Background: an optimization exercise with open tools, aiming at small area, a short achievable clock period and few clock cycles. Do not read the settings as production practice.
RTL that was checked went through simulation tests only; none was proved equivalent to the original.

v6:
## LearningMachine
module LearningMachine(input clk,rst, start, input [6:0] x1Data,x2Data, input [1:0] tData, output[1:0] signYin, output[13:0] w1,w2,b,Yin,output ReadEn, Ready);
For scale: roughly 86 flip-flops.
export LEC_CHECK = 0
export ABC_CLOCK_PERIOD_IN_PS = 5000
export CAP_MARGIN = 20
export CORE_MARGIN = 2
export CORE_UTILIZATION = 40
export SETUP_SLACK_MARGIN = 5
export SLEW_MARGIN = 20
export SYNTH_HIERARCHICAL = 1
export SYNTH_MINIMUM_KEEP_SIZE = 0
create_clock -name core_clock -period 12.0 [get_ports {clk}]
standard.sh (not shown) runs the stock make flow with config.mk's settings and CLKGATE_MAP_FILE= SYNTH_SCRIPT=/design/flow/synth_recipe.tcl, a recipe that flattens the netlist after the stock synthesis.
==> flow/flow/run.sh <==
#!/bin/bash
set -euo pipefail
bash standard.sh SETUP_SLACK_MARGIN=7.5 'BUFFER_PORTS_ARGS=-buffer_cell sky130_fd_sc_hd__buf_1' finish > standard_make.log 2>&1
diff inputs: v6 => v7
--- a/flow/design.v
+++ b/flow/design.v
@@ -668,38 +668,24 @@
   wire y349;
   wire y350;
   wire y351;
   wire y352;
   wire y353;
   wire y354;
   wire y355;
   wire y356;
   wire y357;
   wire y358;
   wire y359;
   wire y360;
-  wire z361;
-  wire z362;
-  wire z363;
-  wire z364;
-  wire z365;
-  wire z366;
-  wire z367;
-  wire z368;
-  wire z369;
-  wire z370;
-  wire z371;
-  wire z372;
-  wire z373;
-  wire z374;
   assign n1 = ((o1[0] & u1[0])) ^ x1[1];
   assign n2 = ((o1[0] & u1[1]) | (tw1[0] & u1[0])) ^ x1[1];
   assign n3 = ((o1[0] & u1[2]) | (tw1[0] & u1[1])) ^ x1[1];
   assign n4 = ((o1[0] & u1[3]) | (tw1[0] & u1[2])) ^ x1[1];
   assign n5 = ((o1[0] & u1[4]) | (tw1[0] & u1[3])) ^ x1[1];
   assign n6 = ((o1[0] & u1[5]) | (tw1[0] & u1[4])) ^ x1[1];
   assign n7 = ((o1[0] & u1[6]) | (tw1[0] & u1[5])) ^ x1[1];
   assign n8 = ((o1[0] & u1[7]) | (tw1[0] & u1[6])) ^ x1[1];
   assign n9 = ((o1[0] & u1[8]) | (tw1[0] & u1[7])) ^ x1[1];
   assign n10 = ((o1[0] & u1[9]) | (tw1[0] & u1[8])) ^ x1[1];
   assign n11 = ((o1[0] & u1[10]) | (tw1[0] & u1[9])) ^ x1[1];
   assign n12 = ((o1[0] & u1[11]) | (tw1[0] & u1[10])) ^ x1[1];
@@ -921,48 +907,33 @@
   assign y350 = s276 ^ g312;
   assign y351 = s278 ^ g314;
   assign y352 = s280 ^ g324;
   assign y353 = s282 ^ g326;
   assign y354 = s284 ^ g328;
   assign y355 = s286 ^ g330;
   assign y356 = s288 ^ g336;
   assign y357 = s290 ^ g338;
   assign y358 = s292 ^ g340;
   assign y359 = s294 ^ g342;
   assign y360 = s296 ^ g344;
   assign yt = {y360, y359, y358, y357, y356, y355, y354, y353, y352, y351, y350, y349, y348, s270};
-  assign z361 = s272 ^ (c271 | s270);
-  assign z362 = s274 ^ (c273 | s272);
-  assign z363 = s276 ^ (c275 | s274);
-  assign z364 = s278 ^ (c277 | s276);
-  assign z365 = s280 ^ (c279 | s278);
-  assign z366 = s282 ^ (c281 | s280);
-  assign z367 = s284 ^ (c283 | s282);
-  assign z368 = s286 ^ (c285 | s284);
-  assign z369 = s288 ^ (c287 | s286);
-  assign z370 = s290 ^ (c289 | s288);
-  assign z371 = s292 ^ (c291 | s290);
-  assign z372 = s294 ^ (c293 | s292);
-  assign z373 = s296 ^ (c295 | s294);
-  assign z374 = z373 ^ t;
-  assign zx = {z374, z372, z371, z370, z369, z368, z367, z366, z365, z364, z363, z362, z361, s270};
   wire [5:0] xl1 = x1[5:0] ^ {6{t}};
   wire xs1 = x1[6] ^ t;
   assign u1n = u1 + {4'd0, ~xs1, xs1, xl1} + {4'd0, ~xs1, xl1, t} + {4'b1111, 6'd0, t, 1'b0};
   wire [5:0] xl2 = x2[5:0] ^ {6{t}};
   wire xs2 = x2[6] ^ t;
   assign u2n = u2 + {4'd0, ~xs2, xs2, xl2} + {4'd0, ~xs2, xl2, t} + {4'b1111, 6'd0, t, 1'b0};
   wire [13:0] yt;    
   wire [13:0] y = {yt[13] ^ t, yt[12:0]};
-  wire [13:0] zx;
+  wire [13:0] zx = ya ^ yb ^ {ya[12:0] | yb[12:0], 1'b0} ^ {t, 13'd0};
   wire yzero = ~|zx;
   wire mis = yzero | yt[13];
   wire upd = valid & mis;
   wire clr = ~busy & start;
   wire [7:0] vn = v + {{6{t}}, ~t, 1'b1};    
   wire last = (cnt == 8'd14);
   function [6:0] booth(input [6:0] x);
     reg [8:0] e;
     integer i;
     begin
       e = {x[6], x, 1'b0};
       for (i = 0; i < 4; i = i + 1)
## What came out
No stage failed in v7, and the final checks on the layout all came back clean. v7 against v6: maximum frequency from static timing analysis has increased; filler cell count in the final layout has increased. Changes observed in v7 relative to v6: post-synthesis to final-layout area growth moved down, global-route usage over all layers shrank by 1.0 points, cell area fell 0.52%. Looking at capturing instance or port of the critical path, the u2[8] result is from v7; the v[7] one comes from v6. Comparing v7 and v6, die area is higher on v7. Looking at sequential share of layout area across v7 and v6, the one that comes out lower is v6.
Testbench counts of v7, summed over its fixed seeds: cycles 145,544.
Only the layout flow was run in v6; the RTL was not checked for function there.

## static timing again, ports no longer ideal
The flow's constraints put no driver on any port. The routed layouts listed below were extracted and timed again, unchanged, in two steps.
Step 1 sets driving cells, clkbuf_16 on the clock port and buf_2 on the other inputs (assumed; they add their load-dependent delay and slew).
Step 2 moves the port delays by t, midway between the first and last clock arrival at a register: inputs arrive t later, outputs are due t later. That takes back most of the time a late clock gives input paths.
Slacks: ideal ports / drivers / drivers and shift; pairs: ideal ports / drivers.
run | t (ns) | setup slack, ns | clock arrival spread, ns
v6 | 0.398 | 6.918 / 6.918 / 6.918 | 0.011 / 0.011
v7 | 0.397 | 7.012 / 7.012 / 7.012 | 0.007 / 0.007
After both steps every run listed still meets setup and hold.
